Background: an optimization exercise with open tools, aiming at small area and a short achievable clock period. Do not read the settings as production practice.
RTL that was checked went through simulation tests only; none was proved equivalent to the original.
Power is estimated from default activity; no workload was simulated.

==> inputs of v25 <==
## SingleCycleCPU
module SingleCycleCPU(
    input clk, Reset,
    input [31:0] instr,
    output [5:0] opCode,
    output [31:0] ReadData1, ReadData2, currentPC, nextPC, result, DMOut,
    output [4:0] rs, rt
);
    wire [4:0] rd = instr[15:11];
    wire [4:0] sa = instr[10:6];
    wire [15:0] imm = instr[15:0];
    assign opCode = instr[31:26];
    assign rs = instr[25:21];
    assign rt = instr[20:16];
    wire op_ori, op_and, op_or, op_sll, op_slti, op_sw, op_lw, op_beq, op_bne, op_j, op_halt;
    wire useImm, subtract, RegWre, RegDst;
    CU cu(.opCode(opCode), .op_ori(op_ori), .op_and(op_and), .op_or(op_or), .op_sll(op_sll),
          .op_slti(op_slti), .op_sw(op_sw), .op_lw(op_lw), .op_beq(op_beq), .op_bne(op_bne),
          .op_j(op_j), .op_halt(op_halt), .useImm(useImm), .subtract(subtract),
          .RegWre(RegWre), .RegDst(RegDst));
    reg [31:2] pc;                
    reg [31:0] regFile [1:31];    
    reg [31:1] valid;             
    reg [7:0] ram [0:63];         
    reg [63:0] mvalid;            
    wire [31*32-1:0] rflat;
    genvar g;
    generate
        for (g = 1; g < 32; g = g + 1) begin : rf
            assign rflat[32*(g-1) +: 32] = regFile[g];
        end
    endgenerate
    RegRead rp1(.d(rflat), .valid(valid), .ra(rs), .q(ReadData1));
    RegRead rp2(.d(rflat), .valid(valid), .ra(rt), .q(ReadData2));
  ...
==> module SumDecC, before the edit <==
module SumDecC(input [3:0] a, input [3:0] b, input c, output [15:0] mn);
    wire [3:0] x, o, g;
    wire x0c, x0cn;
    genvar i, r;
    generate
        for (i = 0; i < 4; i = i + 1) begin : b_
            g_xor2 ux(a[i], b[i], x[i]);
            g_or2 uo(a[i], b[i], o[i]);
            g_and2 ua(a[i], b[i], g[i]);
        end
        g_xor2 uc(x[0], c, x0c);           
        g_inv ucn(x0c, x0cn);
        wire [3:0] t1, t2, t3;
        for (i = 1; i < 4; i = i + 1) begin : t_
            wire e00, e01, e10, e11;
            g_xnor2 u00(x[i], o[i-1], e00);
            g_xor2  u01(x[i], o[i-1], e01);
            g_xnor2 u10(x[i], g[i-1], e10);
            g_xor2  u11(x[i], g[i-1], e11);
            if (i == 1) assign t1 = {e11, e10, e01, e00};
            if (i == 2) assign t2 = {e11, e10, e01, e00};
            if (i == 3) assign t3 = {e11, e10, e01, e00};
        end
        for (r = 0; r < 16; r = r + 1) begin : m_
            g_nand4 u(r[0] ? x0c : x0cn,
                      t1[{r[0], r[1]}], t2[{r[1], r[2]}], t3[{r[2], r[3]}], mn[r]);
        end
    endgenerate
endmodule
==> module MemSel, before the edit <==
module MemSel(
    input [5:0] ra,           
    input [5:0] ia,           
    input we,
    input [63:0] mvalid,      
    output [63:0] rsel,       
    output [63:0] wen,
    output [15:0] wsel,       
    output [15:0] osel_n      
    );
    reg [31:0] sel;
    always @(*) begin
        case ({ra[1:0], ia[1:0]})
            4'd0: sel = {16'h8421, 16'h8421};
            4'd1: sel = {16'h1842, 16'h4218};
            4'd2: sel = {16'h2184, 16'h2184};
            4'd3: sel = {16'h4218, 16'h1842};
            4'd4: sel = {16'h1842, 16'h4218};
            4'd5: sel = {16'h2184, 16'h2184};
            4'd6: sel = {16'h4218, 16'h1842};
            4'd7: sel = {16'h8421, 16'h8421};
            4'd8: sel = {16'h2184, 16'h2184};
            4'd9: sel = {16'h4218, 16'h1842};
            4'd10: sel = {16'h8421, 16'h8421};
            4'd11: sel = {16'h1842, 16'h4218};
            4'd12: sel = {16'h4218, 16'h1842};
            4'd13: sel = {16'h8421, 16'h8421};
            4'd14: sel = {16'h1842, 16'h4218};
            4'd15: sel = {16'h2184, 16'h2184};
            default: sel = 32'b0;
        endcase
    end
    assign osel_n = sel[31:16];
    assign wsel = sel[15:0];
    wire we_n = ~we;
    genvar k, r;
    generate
        for (k = 0; k < 4; k = k + 1) begin : bank
            wire [5:0] bk = ia + 6'd3 - k;
            wire ck = (ra[1] & bk[1]) | ((ra[1] | bk[1]) & ra[0] & bk[0]);
            wire [15:0] mn;
            SumDecC sd(.a(ra[5:2]), .b(bk[5:2]), .c(ck), .mn(mn));
            for (r = 0; r < 16; r = r + 1) begin : row
                wire vn;
                g_inv uv(mvalid[4*r + k], vn);
                g_nor2 ur(mn[r], vn, rsel[16*k + r]);
                g_nor2 uw(mn[r], we_n, wen[16*k + r]);
            end
        end
    endgenerate
endmodule
Settings: LEC_CHECK=0, CAP_MARGIN=30, CORE_MARGIN=2, CORE_UTILIZATION=22, SLEW_MARGIN=30, SYNTH_HIERARCHICAL=1, SYNTH_MINIMUM_KEEP_SIZE=0; clock period 20.0 ns.
standard.sh (not shown) runs the stock make flow with config.mk's settings and CLKGATE_MAP_FILE= SYNTH_SCRIPT=/design/flow/synth_recipe.tcl, a recipe that flattens the netlist after the stock synthesis.
==> flow/flow/run.sh <==
#!/bin/bash
# Layout flow: the standard synthesis unchanged, then the standard ORFS
# steps with our own port buffers, clock tree settings and timing target.
set -euo pipefail
HERE=$(cd "$(dirname "$0")" && pwd)
source "$HERE/settings.sh"

bash standard.sh synth > synth.log 2>&1
bash standard.sh \
  BUFFER_PORTS_ARGS="$PORT_BUF_ARGS" \
  CTS_ARGS="$CTS_ARGS_V" \
  SETUP_SLACK_MARGIN="$SETUP_MARGIN" \
  PRE_RESIZE_TCL="$HERE/pre_resize.tcl" \
  $EXTRA_MAKE_ARGS \
  finish > layout.log 2>&1
==> flow/flow/pre_resize.tcl <==
# Stronger buffers on the input ports (they drive the decoders directly).
foreach inst [get_cells input*] {
  replace_cell $inst sky130_fd_sc_hd__buf_8
}
==> flow/flow/settings.sh <==
# Settings read by run.sh
PORT_BUF_ARGS="-buffer_cell sky130_fd_sc_hd__buf_2"
CTS_ARGS_V="-sink_clustering_enable -repair_clock_nets -buf_list {sky130_fd_sc_hd__clkbuf_8} -sink_clustering_size 16 -sink_clustering_max_diameter 50 -dont_use_dummy_load"
SETUP_MARGIN=6
EXTRA_MAKE_ARGS=""
==> v36: changes against v25 <==
--- a/flow/flow/pre_resize.tcl
+++ b/flow/flow/pre_resize.tcl
@@ -3,2 +3,10 @@
   replace_cell $inst sky130_fd_sc_hd__buf_8
 }
+# The last gate of each register-file read bit drives the ALU, comparator,
+# memory and output port: use the strongest or3.
+foreach inst [get_cells -filter "ref_name == sky130_fd_sc_hd__or3_1"] {
+  set net [get_full_name [get_nets -of_objects [get_pins [get_full_name $inst]/A]]]
+  if {[string match "rp*" $net]} {
+    replace_cell $inst sky130_fd_sc_hd__or3_4
+  }
+}
==> flow/flow/settings.sh (replaced) <==
# Settings read by run.sh
PORT_BUF_ARGS="-buffer_cell sky130_fd_sc_hd__buf_2"
CTS_ARGS_V="-sink_clustering_enable -repair_clock_nets -buf_list {sky130_fd_sc_hd__clkbuf_8} -sink_clustering_size 16 -sink_clustering_max_diameter 50 -dont_use_dummy_load"
SETUP_MARGIN=7
EXTRA_MAKE_ARGS=""
CORE_UTILIZATION = 35   (was 22)
PLACE_DENSITY = 0.65   (was unset)
==> v16: changes against v25 <==
--- a/flow/design.v
+++ b/flow/design.v
@@ -694,33 +694,4 @@
     endgenerate
 endmodule
-module SumDecC(input [3:0] a, input [3:0] b, input c, output [15:0] mn);
-    wire [3:0] x, o, g;
-    wire x0c, x0cn;
-    genvar i, r;
-    generate
-        for (i = 0; i < 4; i = i + 1) begin : b_
-            g_xor2 ux(a[i], b[i], x[i]);
-            g_or2 uo(a[i], b[i], o[i]);
-            g_and2 ua(a[i], b[i], g[i]);
-        end
-        g_xor2 uc(x[0], c, x0c);           
-        g_inv ucn(x0c, x0cn);
-        wire [3:0] t1, t2, t3;
-        for (i = 1; i < 4; i = i + 1) begin : t_
-            wire e00, e01, e10, e11;
-            g_xnor2 u00(x[i], o[i-1], e00);
-            g_xor2  u01(x[i], o[i-1], e01);
-            g_xnor2 u10(x[i], g[i-1], e10);
-            g_xor2  u11(x[i], g[i-1], e11);
-            if (i == 1) assign t1 = {e11, e10, e01, e00};
-            if (i == 2) assign t2 = {e11, e10, e01, e00};
-            if (i == 3) assign t3 = {e11, e10, e01, e00};
-        end
-        for (r = 0; r < 16; r = r + 1) begin : m_
-            g_nand4 u(r[0] ? x0c : x0cn,
-                      t1[{r[0], r[1]}], t2[{r[1], r[2]}], t3[{r[2], r[3]}], mn[r]);
-        end
-    endgenerate
-endmodule
 module MemSel(
     input [5:0] ra,           
@@ -733,41 +704,41 @@
     output [15:0] osel_n      
     );
-    reg [31:0] sel;
+    reg [43:0] sel;
     always @(*) begin
         case ({ra[1:0], ia[1:0]})
-            4'd0: sel = {16'h8421, 16'h8421};
-            4'd1: sel = {16'h1842, 16'h4218};
-            4'd2: sel = {16'h2184, 16'h2184};
-            4'd3: sel = {16'h4218, 16'h1842};
-            4'd4: sel = {16'h1842, 16'h4218};
-            4'd5: sel = {16'h2184, 16'h2184};
-            4'd6: sel = {16'h4218, 16'h1842};
-            4'd7: sel = {16'h8421, 16'h8421};
-            4'd8: sel = {16'h2184, 16'h2184};
-            4'd9: sel = {16'h4218, 16'h1842};
-            4'd10: sel = {16'h8421, 16'h8421};
-            4'd11: sel = {16'h1842, 16'h4218};
-            4'd12: sel = {16'h4218, 16'h1842};
-            4'd13: sel = {16'h8421, 16'h8421};
-            4'd14: sel = {16'h1842, 16'h4218};
-            4'd15: sel = {16'h2184, 16'h2184};
-            default: sel = 32'b0;
+            4'd0: sel = {16'h8421, 16'h8421, 12'h249};
+            4'd1: sel = {16'h1842, 16'h4218, 12'h24a};
+            4'd2: sel = {16'h2184, 16'h2184, 12'h252};
+            4'd3: sel = {16'h4218, 16'h1842, 12'h292};
+            4'd4: sel = {16'h1842, 16'h4218, 12'h24a};
+            4'd5: sel = {16'h2184, 16'h2184, 12'h252};
+            4'd6: sel = {16'h4218, 16'h1842, 12'h292};
+            4'd7: sel = {16'h8421, 16'h8421, 12'h492};
+            4'd8: sel = {16'h2184, 16'h2184, 12'h252};
+            4'd9: sel = {16'h4218, 16'h1842, 12'h292};
+            4'd10: sel = {16'h8421, 16'h8421, 12'h492};
+            4'd11: sel = {16'h1842, 16'h4218, 12'h494};
+            4'd12: sel = {16'h4218, 16'h1842, 12'h292};
+            4'd13: sel = {16'h8421, 16'h8421, 12'h492};
+            4'd14: sel = {16'h1842, 16'h4218, 12'h494};
+            4'd15: sel = {16'h2184, 16'h2184, 12'h4a4};
+            default: sel = 44'b0;
         endcase
     end
-    assign osel_n = sel[31:16];
-    assign wsel = sel[15:0];
+    assign osel_n = sel[43:28];
+    assign wsel = sel[27:12];
     wire we_n = ~we;
-    genvar k, r;
+    wire [15:0] m;
+    SumDec4 sd(.a(ra[5:2]), .b(ia[5:2]), .m(m));
+    genvar k, i, r;
     generate
         for (k = 0; k < 4; k = k + 1) begin : bank
-            wire [5:0] bk = ia + 6'd3 - k;
-            wire ck = (ra[1] & bk[1]) | ((ra[1] | bk[1]) & ra[0] & bk[0]);
-            wire [15:0] mn;
-            SumDecC sd(.a(ra[5:2]), .b(bk[5:2]), .c(ck), .mn(mn));
             for (r = 0; r < 16; r = r + 1) begin : row
+                wire n;    
+                g_aoi222 u(m[r], sel[3*k], m[(r+15)%16], sel[3*k+1], m[(r+14)%16], sel[3*k+2], n);
                 wire vn;
                 g_inv uv(mvalid[4*r + k], vn);
-                g_nor2 ur(mn[r], vn, rsel[16*k + r]);
-                g_nor2 uw(mn[r], we_n, wen[16*k + r]);
+                g_nor2 ur(n, vn, rsel[16*k + r]);
+                g_nor2 uw(n, we_n, wen[16*k + r]);
             end
         end
==> v34: changes against v25 <==
==> flow/flow/settings.sh (replaced) <==
# Settings read by run.sh
PORT_BUF_ARGS="-buffer_cell sky130_fd_sc_hd__buf_2"
CTS_ARGS_V="-sink_clustering_enable -repair_clock_nets -buf_list {sky130_fd_sc_hd__clkbuf_8} -sink_clustering_size 16 -sink_clustering_max_diameter 50 -dont_use_dummy_load"
SETUP_MARGIN=7
EXTRA_MAKE_ARGS=""
==> comparison table <==
Number of vias in the routed layout: v36 56800; v34 57400; v25 56400; v16 56400
Arrival @ worst endpoint: v36 9070 ps; v34 9120 ps; v25 9910 ps; v16 10040 ps
Drt via density: v36 6.74; v34 5.72; v25 5.67; v16 5.74
Total instance count after detailed placement: v36 8169; v34 9753; v25 9753; v16 9644
Non-filler instance count after layout: v36 8418; v34 10000; v25 9943; v16 9829
Max Clock Skew: v36 161 ps; v34 146 ps; v25 171 ps; v16 154 ps
Antenna violations before repair: v36 17; v34 42; v25 46; v16 35
Crit path largest cell delay: v36 550 ps; v34 540 ps; v25 610 ps; v16 630 ps
Num rows: v36 167; v34 211; v25 211; v16 210
Start point of the critical path: v36 instr[24]; v34 instr[17]; v25 instr[24]; v16 instr[23]
Critical path's most frequent cell: v36 buf_12; v34 -; v25 a222oi_1; v16 a222oi_1
CP Depth: v36 19; v34 22; v25 19; v16 18
Router iterations before antenna repair: v36 17; v34 22; v25 20; v16 23
Overall Global Routing Usage: v36 24.7%; v34 17.1%; v25 17.1%; v16 17.1%
Total number of multi-input combinational cells: v36 3170; v34 3170; v25 3170; v16 3106
Total CTS buffers: v36 139; v34 162; v25 162; v16 140
Max-slew headroom at the worst pin: v36 35.0%; v34 28.7%; v25 27.5%; v16 28.0%
Number of buffers outside the clock class in the layout: v36 486; v34 489; v25 394; v16 407
Run status: v36 no timing/DRC/antenna violations; v34 no timing/DRC/antenna violations; v25 no timing/DRC/antenna violations; v16 no timing/DRC/antenna violations
Global-route track usage on met1: v36 32.3%; v34 20.3%; v25 20.2%; v16 20.9%
Final non-filler cell area: v36 83400 sq um; v34 85500 sq um; v25 83200 sq um; v16 82700 sq um
Iteration-0 DRC count of the detailed router: v36 14600; v34 15000; v25 14200; v16 14100
Wl on met1: v36 98.7 mm; v34 105 mm; v25 103 mm; v16 107 mm
Final nets: v36 5710; v34 5736; v25 5641; v16 5550
R2r endpoint: v36 regFile[10][14]$_DFFE_PP_; v34 regFile[15][10]$_DFFE_PP_; v25 regFile[30][13]$_DFFE_PP_; v16 regFile[9][19]$_DFFE_PP_
Clock insertion delay at the later pin of the skew report: v36 990 ps; v34 970 ps; v25 970 ps; v16 970 ps
Sequential power: v36 0.00441 W; v34 0.00441 W; v25 0.00441 W; v16 0.00442 W
The RTL of v16 was laid out without a check of its function.

## port drivers added, routing unchanged
The flow's constraints put no driver on any port. The routed layouts listed below were extracted and timed again, unchanged, in two steps. Step 1: set_driving_cell puts a clkbuf_16 on clk and a buf_2 on each other input, an assumption about the parent block. Step 2 times the ports against the registers' clock, not the clock port: input delays grow and output delays shrink by t, the midpoint of the rising clock arrivals with the driver on. Three values: ideal, step 1, step 2; two values: the first two.
| run | t, ns | slack for setup (ns) | worst setup path at the end | latest minus earliest clock arrival (ns) | worst slew at a driven data input, ns |
|---|---|---|---|---|---|
| v25 | 0.959 | 6.086 / 5.995 / 5.995 | input to output | 0.171 / 0.171 | 0.24 |
| v36 | 0.992 | 6.926 / 6.865 / 6.865 | input to output | 0.161 / 0.161 | 0.14 |
| v16 | 1.002 | 5.957 / 5.873 / 5.873 | input to output | 0.154 / 0.154 | 0.22 |
| v34 | 0.976 | 6.882 / 6.823 / 6.823 | input to output | 0.157 / 0.158 | 0.21 |
After both steps every run listed still meets setup and hold. The setup slack of v25, which loses most, moves by -0.091 ns with the drivers and by -0.091 ns with both steps.
